From an optimization exercise on the open Yosys and OpenROAD flow, aimed at small area; shortcuts taken in it are not production practice. At most, simulation tests tie the RTL to the original design; equivalence was not proved. Power is estimated from default activity; no workload was simulated.

==> inputs of willow <==
==> flow/design.v <==
module uart_rx (input clock,
                input i_rst,
                input i_rx,
                output reg [11:0] o_cnt,
                output o_tick,
                output o_tick0,
                output reg [4:0] o_u,
                output o_txstart);
    wire [12:0] c;
    assign c[0] = 1'b1;
    genvar k;
    generate for (k = 0; k < 12; k = k + 1) begin : g_inc
        assign c[k+1] = c[k] & o_cnt[k];
    end endgenerate
    assign o_tick  = c[11];
    assign o_tick0 = c[12];
    always @(posedge clock)
        if (i_rst | c[12])
            o_cnt <= 12'd1283;
        else
            o_cnt <= o_cnt ^ c[11:0];
    wire idle  = ~o_u[4] & ~o_u[3];
    wire check = ~o_u[4] & o_u[3] & ~o_u[1];
    always @(posedge clock)
        if (i_rst)
            o_u <= 5'd0;
        else if (idle) begin
            if (!i_rx)
                o_u <= {4'b0110, o_tick};
        end
        else if (check & i_rx)
            o_u <= 5'd0;
        else
            o_u <= o_u + {4'd0, o_tick};
    assign o_txstart = o_tick0 & (&o_u[4:1]);
endmodule
module filter (input wire clock,
               input wire i_rst,
               input wire i_rx,
               input wire i_clr,
               input wire [11:0] i_cnt,
               input wire [4:0] i_u,
               output reg [7:0] o_q);
    reg [399:0] ring;
    reg [8:0]   x;
    reg         up;         
    reg         dn;         
    reg [5:0]   r;
    wire rdbit = i_u[0] & (i_u[4] ^ (i_u[3] & i_u[2] & i_u[1]));
    wire wr    = rdbit & i_cnt[10] & i_cnt[9] & (x == 9'd0);
    wire win   = i_u[4] & (i_cnt[11:7] == 5'b11000);
    wire [2:0] bi = i_u[3:1];
    wire step  = win & ((i_cnt[6:0] >> bi) == 7'd0);
    wire hold  = win & (i_cnt[6:0] < 7'd13);
    always @(posedge clock)
        ring <= {ring[398:0], ~i_clr & (wr ? i_rx : ring[399])};
    wire xwrap = ~hold & (x == 9'd399);
    genvar k;
    always @(posedge clock) begin
        if (xwrap)
            x <= 9'd0;
        else
            x <= x + {8'd0, ~hold};
        if (i_cnt[11:7] == 5'b11001) begin
            up <= 1'b0;
            dn <= 1'b0;
        end
        else if (wr) begin
            up <= up | (i_rx & ~ring[399]);
            dn <= dn | (~i_rx & ring[399]);
        end
    end
    wire [6:0] rt;
    wire [8:0] qt;
    wire sup = step & up;
    wire sdn = step & dn;
    assign rt[0] = sup | sdn;
    generate for (k = 0; k < 6; k = k + 1) begin : g_r
        assign rt[k+1] = rt[k] & (r[k] ^ sdn);
    end endgenerate
    wire r49 = r[5] & r[4] & r[0] & ~r[3] & ~r[2] & ~r[1];
    assign qt[0] = (sup & r49) | (sdn & rt[6]);
    generate for (k = 0; k < 8; k = k + 1) begin : g_q
        assign qt[k+1] = qt[k] & (o_q[k] ^ sdn);
    end endgenerate
    always @(posedge clock)
        if (i_rst) begin
            o_q <= 8'd0;
            r   <= 6'd0;
        end
        else begin
            o_q <= o_q ^ qt[7:0];
            if (qt[0])
                r <= {sdn, sdn, 3'b000, sdn};
            else
                r <= r ^ rt[5:0];
        end
endmodule
module uart_tx (input clock,
                input i_rst,
                input i_tick,
                input i_tick0,
                input i_start,
                input [7:0] i_data,
                output o_tx,
                output [3:0] o_led,
                output o_clr);
    reg [3:0] s;
    reg [7:0] data;
    assign o_clr = ~s[3] & ~s[1] & s[0];
    always @(posedge clock)
        if (i_rst)
            s <= 4'd1;
        else if (i_start)
            s <= 4'd7;
        else if (o_clr)
            s <= {3'd0, ~i_tick};
        else
            s <= s + {3'd0, i_tick0 & (s[3] | s[0])};
    always @(posedge clock)
        if (i_rst)
            data[3:0] <= 4'd0;
        else if (i_start)
            data[3:0] <= i_data[3:0];
    always @(posedge clock)
        if (i_start)
            data[7:4] <= i_data[7:4];
    assign o_tx  = s[3] ? data[s[2:0]] : ~(s[1] & s[0]);
    assign o_led = data[3:0];
endmodule
module uart_top(
	input clk,
	input wire rst,
	input wire uart_rx,
	output wire uart_tx,
	output wire[3:0] led
    );
wire [11:0] cnt;
wire        tick;
wire        tick0;
wire [4:0]  u;
wire        txstart;
wire        clr;
wire [7:0]  q;
uart_rx UART_RX (
	.clock    (clk),
	.i_rst    (rst),
	.i_rx     (uart_rx),
	.o_cnt    (cnt),
	.o_tick   (tick),
	.o_tick0  (tick0),
	.o_u      (u),
	.o_txstart(txstart)
	);
filter LPF (
	.clock   (clk),
	.i_rst   (rst),
	.i_rx    (uart_rx),
	.i_clr   (clr),
	.i_cnt   (cnt),
	.i_u     (u),
	.o_q     (q)
	);
uart_tx UART_TX (
	.clock    (clk),
	.i_rst    (rst),
	.i_tick   (tick),
	.i_tick0  (tick0),
	.i_start  (txstart),
	.i_data   (q),
	.o_tx     (uart_tx),
	.o_led    (led),
	.o_clr    (clr)
	);
endmodule
==> flow/flow/run.sh <==
#!/bin/bash
# The standard layout (standard.sh) with these changes:
#  - synthesis is the standard synthesis script, with ABC mapping for area
#    (flow/abc_area.tcl, flow/abc.script); registers are mapped before ABC and
#    are unchanged;
#  - clock tree synthesis uses clkbuf_4 in small clusters and adds no dummy
#    loads;
#  - port buffers are buf_1.
# Each tool's log is under orfs/logs/; this script's own output goes to
# standard.log.
set -euo pipefail
{ head -n 1 synth_recipe.tcl; sed "s#@ABC_SCRIPT@#$PWD/flow/abc.script#" flow/abc_area.tcl; tail -n +2 synth_recipe.tcl; } > flow_synth.tcl
sed "s#SYNTH_SCRIPT=[^ ]*synth_recipe.tcl#SYNTH_SCRIPT=$PWD/flow_synth.tcl#" standard.sh > flow_standard.sh
grep -q "SYNTH_SCRIPT=$PWD/flow_synth.tcl" flow_standard.sh
export CTS_ARGS="-sink_clustering_enable -repair_clock_nets -dont_use_dummy_load -buf_list sky130_fd_sc_hd__clkbuf_4 -sink_clustering_size 13 -sink_clustering_max_diameter 35"
export BUFFER_PORTS_ARGS="-buffer_cell sky130_fd_sc_hd__buf_1"
bash flow_standard.sh > standard.log 2>&1
==> flow/flow/abc.script <==
strash
&get -n
&fraig -x
&put
scorr
dc2
strash
&get -n
&dch -f
&nf -R 1000
&put
topo
==> flow/flow/abc_area.tcl <==
# Map with an area-oriented ABC script (flow/abc.script, whose path run.sh
# puts in place of @ABC_SCRIPT@) instead of ORFS's delay-driven script and its
# -D target.
proc abc {args} {
  set out {}
  set skip 0
  foreach a $args {
    if {$skip} { set skip 0; continue }
    if {$a eq "-script" || $a eq "-D"} { set skip 1; continue }
    lappend out $a
  }
  yosys abc {*}$out -script @ABC_SCRIPT@
}
==> flow/standard.sh <==
#!/bin/bash
# synth_recipe.tcl (not shown) runs the flow's synth.tcl, then flattens the netlist and writes it again
# the make line also repeats each setting of config.mk as NAME=value (left out here)
make -C /OpenROAD-flow-scripts/flow DESIGN_CONFIG=/design/flow/config.mk WORK_HOME=/design/flow/orfs CLKGATE_MAP_FILE= SYNTH_SCRIPT=/design/flow/synth_recipe.tcl "${@:-finish}"
==> flow/config.mk <==
export PLATFORM = sky130hd
export DESIGN_NAME = uart_top
export DESIGN_NICKNAME = uart_top
export VERILOG_FILES = /design/flow/design.v
export SDC_FILE = /design/flow/constraint.sdc
export NUM_CORES = 4
export LEC_CHECK = 0
export CAP_MARGIN = 20
export CORE_MARGIN = 2
export CORE_UTILIZATION = 65
export SLEW_MARGIN = 20
==> flow/constraint.sdc <==
create_clock -name core_clock -period 20.0 [get_ports {clk}]
set_input_delay 4.0000 -clock core_clock [delete_from_list [all_inputs] [get_ports {clk}]]
set_output_delay 4.0000 -clock core_clock [all_outputs]
set_load 0.01 [all_outputs]
==> lagoon: changes against willow <==
--- a/flow/design.v
+++ b/flow/design.v
@@ -56,4 +56,9 @@
         ring <= {ring[398:0], ~i_clr & (wr ? i_rx : ring[399])};
-    wire xwrap = ~hold & (x == 9'd399);
+    wire [9:0] xc;
+    assign xc[0] = ~hold;
     genvar k;
+    generate for (k = 0; k < 9; k = k + 1) begin : g_x
+        assign xc[k+1] = xc[k] & x[k];
+    end endgenerate
+    wire xwrap = xc[4] & x[7] & x[8];      
     always @(posedge clock) begin
@@ -62,3 +67,3 @@
         else
-            x <= x + {8'd0, ~hold};
+            x <= x ^ xc[8:0];
         if (i_cnt[11:7] == 5'b11001) begin
==> flow/flow/run.sh (replaced) <==
#!/bin/bash
# The standard layout with two changes:
#  - synthesis is the standard synthesis script with ABC mapping for area
#    (flow/abc_area.tcl); registers are mapped before ABC and are unchanged;
#  - clock tree synthesis adds no dummy loads.
# Each tool's log is under orfs/logs/; this script's own output goes to
# standard.log.
set -euo pipefail
{ head -n 1 synth_recipe.tcl; cat flow/abc_area.tcl; tail -n +2 synth_recipe.tcl; } > flow_synth.tcl
sed "s#SYNTH_SCRIPT=[^ ]*synth_recipe.tcl#SYNTH_SCRIPT=$PWD/flow_synth.tcl#" standard.sh > flow_standard.sh
grep -q "SYNTH_SCRIPT=$PWD/flow_synth.tcl" flow_standard.sh
export CTS_ARGS="-sink_clustering_enable -repair_clock_nets -dont_use_dummy_load -buf_list sky130_fd_sc_hd__clkbuf_4 -sink_clustering_size 12 -sink_clustering_max_diameter 40"
export BUFFER_PORTS_ARGS="-buffer_cell sky130_fd_sc_hd__buf_1"
bash flow_standard.sh > standard.log 2>&1
==> flow/flow/abc_area.tcl (replaced) <==
# Map with ABC's own default script for the library instead of ORFS's
# delay-driven script (and without its -D target), which trades area for depth.
proc abc {args} {
  set out {}
  set skip 0
  foreach a $args {
    if {$skip} { set skip 0; continue }
    if {$a eq "-script" || $a eq "-D"} { set skip 1; continue }
    lappend out $a
  }
  yosys abc {*}$out
}
removed: flow/flow/abc.script
==> fjord: changes against willow <==
==> flow/design.v, changed modules only <==
module uart_rx (input clock,
                input i_rst,
                input i_rx,
                output reg [11:0] o_cnt,
                output o_tick,
                output o_tick0,
                output reg [4:0] o_u,
                output o_sample,
                output o_txstart);
    wire [12:0] c;
    assign c[0] = 1'b1;
    genvar k;
    generate for (k = 0; k < 12; k = k + 1) begin : g_inc
        assign c[k+1] = c[k] & o_cnt[k];
    end endgenerate
    assign o_tick  = c[11];
    assign o_tick0 = c[12];
    always @(posedge clock)
        if (i_rst | c[12])
            o_cnt <= 12'd1283;
        else
            o_cnt <= o_cnt ^ c[11:0];
    wire idle  = ~o_u[4] & ~o_u[3];
    wire check = ~o_u[4] & o_u[3] & ~o_u[1];
    always @(posedge clock)
        if (i_rst)
            o_u <= 5'd0;
        else if (idle) begin
            if (!i_rx)
                o_u <= {4'b0110, o_tick};
        end
        else if (check & i_rx)
            o_u <= 5'd0;
        else
            o_u <= o_u + {4'd0, o_tick};
    assign o_sample  = o_tick & o_u[0] & (o_u[4] ^ (o_u[3] & o_u[2] & o_u[1]));
    assign o_txstart = o_tick0 & (&o_u[4:1]);
endmodule
module filter (input wire clock,
               input wire i_rst,
               input wire i_rx,
               input wire i_clr,
               input wire [11:0] i_cnt,
               input wire [4:0] i_u,
               input wire i_sample,
               output reg [7:0] o_q);
    reg [399:0] ring;
    reg [8:0]   x;
    reg         pend;
    reg         nb;         
    reg         ob;         
    reg [5:0]   r;
    wire wr   = pend & (x == 9'd0);
    wire win  = i_u[4] & (i_cnt[11:7] == 5'b11000);
    wire [2:0] bi = i_u[3:1];
    wire step = win & ((i_cnt[6:0] >> bi) == 7'd0);
    wire up   = step & nb & ~ob;
    wire dn   = step & ob & ~nb;
    wire hold = win & (i_cnt[6:0] < 7'd13);
    always @(posedge clock)
        ring <= {ring[398:0], ~i_clr & (wr ? nb : ring[399])};
    wire [9:0] xc;
    assign xc[0] = ~hold;
    genvar k;
    generate for (k = 0; k < 9; k = k + 1) begin : g_x
        assign xc[k+1] = xc[k] & x[k];
    end endgenerate
    wire xwrap = xc[4] & x[7] & x[8];      
    always @(posedge clock) begin
        if (i_rst | xwrap)
            x <= 9'd0;
        else
            x <= x ^ xc[8:0];
        if (i_rst)
            pend <= 1'b0;
        else if (i_sample)
            pend <= 1'b1;
        else if (wr)
            pend <= 1'b0;
        if (i_sample)
            nb <= i_rx;
        if (wr)
            ob <= ring[399];
    end
    wire [6:0] rt;
    wire [8:0] qt;
    assign rt[0] = up | dn;
    generate for (k = 0; k < 6; k = k + 1) begin : g_r
        assign rt[k+1] = rt[k] & (r[k] ^ dn);
    end endgenerate
    wire r49 = r[5] & r[4] & r[0] & ~r[3] & ~r[2] & ~r[1];
    assign qt[0] = (up & r49) | (dn & rt[6]);
    generate for (k = 0; k < 8; k = k + 1) begin : g_q
        assign qt[k+1] = qt[k] & (o_q[k] ^ dn);
    end endgenerate
    always @(posedge clock)
        if (i_rst) begin
            o_q <= 8'd0;
            r   <= 6'd0;
        end
        else begin
            o_q <= o_q ^ qt[7:0];
            if (qt[0])
                r <= {dn, dn, 3'b000, dn};
            else
                r <= r ^ rt[5:0];
        end
endmodule
module uart_tx (input clock,
                input i_rst,
                input i_tick,
                input i_tick0,
                input i_start,
                input [7:0] i_data,
                output o_tx,
                output [3:0] o_led,
                output o_clr);
    reg [3:0] s;
    reg [7:0] data;
    assign o_clr = ~s[3] & ~s[1] & s[0];
    always @(posedge clock)
        if (i_rst)
            s <= 4'd1;
        else if (i_start)
            s <= 4'd7;
        else if (o_clr)
            s <= {3'd0, ~i_tick};
        else
            s <= s + {3'd0, i_tick0 & (s[3] | s[0])};
    always @(posedge clock)
        if (i_rst)
            data <= 8'd0;
        else if (i_start)
            data <= i_data;
    assign o_tx  = s[3] ? data[s[2:0]] : ~(s[1] & s[0]);
    assign o_led = data[3:0];
endmodule
module uart_top(
	input clk,
	input wire rst,
	input wire uart_rx,
	output wire uart_tx,
	output wire[3:0] led
    );
wire [11:0] cnt;
wire        tick;
wire        tick0;
wire [4:0]  u;
wire        sample;
wire        txstart;
wire        clr;
wire [7:0]  q;
uart_rx UART_RX (
	.clock    (clk),
	.i_rst    (rst),
	.i_rx     (uart_rx),
	.o_cnt    (cnt),
	.o_tick   (tick),
	.o_tick0  (tick0),
	.o_u      (u),
	.o_sample (sample),
	.o_txstart(txstart)
	);
filter LPF (
	.clock   (clk),
	.i_rst   (rst),
	.i_rx    (uart_rx),
	.i_clr   (clr),
	.i_cnt   (cnt),
	.i_u     (u),
	.i_sample(sample),
	.o_q     (q)
	);
uart_tx UART_TX (
	.clock    (clk),
	.i_rst    (rst),
	.i_tick   (tick),
	.i_tick0  (tick0),
	.i_start  (txstart),
	.i_data   (q),
	.o_tx     (uart_tx),
	.o_led    (led),
	.o_clr    (clr)
	);
endmodule
==> flow/run.sh (new file) <==
#!/bin/bash
# synth_recipe.tcl (not shown) runs the flow's synth.tcl, then flattens the netlist and writes it again
# the make line also repeats each setting of config.mk as NAME=value (left out here)
make -C /OpenROAD-flow-scripts/flow DESIGN_CONFIG=/design/flow/config.mk WORK_HOME=/design/flow/orfs CLKGATE_MAP_FILE= SYNTH_SCRIPT=/design/flow/synth_recipe.tcl finish
Settings changed: CTS_BUF_LIST from default to sky130_fd_sc_hd__clkbuf_8, CTS_CLUSTER_DIAMETER from default to 60, CTS_CLUSTER_SIZE from default to 20.
removed: flow/flow/run.sh
removed: flow/flow/abc.script
removed: flow/flow/abc_area.tcl
removed: flow/standard.sh
==> flow_metrics.py <==
metrics = {
    "outcome": {
        "status": "no timing/DRC/antenna violations",
    },
    "pwr": {
        "seq_power_w": 0.000909,
        "power.density_mw_per_mm2": 113,
    },
    "sta": {
        "setup_ws_ns": 14.09,
    },
    "floorplan": {
        "die_h_um": 131,
    },
    "global_route": {
        "use_met3_pct": 4.51,
    },
    "layout": {
        "nFlopsAndLatches": 454,
    },
    "logic_synthesis": {
        "synth_compound_area_share_pct": 3.21,
    },
}
-- figures above: willow

==> flow_metrics.py <==
metrics = {
    "outcome": {
        "status": "no timing/DRC/antenna violations",
    },
    "pwr": {
        "seq_power_w": 0.000910,
        "power.density_mw_per_mm2": 113,
    },
    "global_route": {
        "use_met3_pct": 3.10,
    },
    "logic_synthesis": {
        "synth_top_area_cell": "dfxtp_1",
        "synth_compound_area_share_pct": 3.03,
    },
    "layout": {
        "nFlopsAndLatches": 455,
    },
    "sta": {
        "setup_ws_ns": 13.73,
    },
}
-- figures above: fjord

==> flow_metrics.py <==
metrics = {
    "pwr": {
        "power.density_mw_per_mm2": 112,
        "seq_power_w": 0.000908,
    },
    "layout": {
        "nFlopsAndLatches": 454,
    },
    "logic_synthesis": {
        "synth_compound_area_share_pct": 3.87,
    },
    "outcome": {
        "status": "no timing/DRC/antenna violations",
    },
    "floorplan": {
        "die_h_um": 132,
    },
    "sta": {
        "setup_ws_ns": 14.02,
        "fin_skew_ns": 0.0386,
    },
}
-- figures above: lagoon

For willow, only the layout was checked, not whether the RTL still works.

-- re-timing with driven ports --
No port has a modelled driver above. Below, the same layouts with a new extraction and two added sets of constraints. Step 1, drivers: a clkbuf_16 drives clk and a buf_2 each remaining input, both assumed. Step 2 also shifts input and output timing later by t, the mid clock arrival at the registers, as if the neighbouring blocks saw the same clock. a / b / c = no drivers / after step 1 / after step 2; a / b = the first two.
| run | t (ns) | slack for setup (ns) | worst setup path at the end | cell pins on the clock port's net |
|---|---|---|---|---|
| willow | 0.642 | 14.088 / 14.052 / 14.694 | register to output | 1 |
| lagoon | 0.646 | 14.024 / 13.991 / 14.637 | register to output | 1 |
| fjord | 0.601 | 13.726 / 13.689 / 14.290 | register to output | 1 |
After both steps every run listed still meets setup and hold.
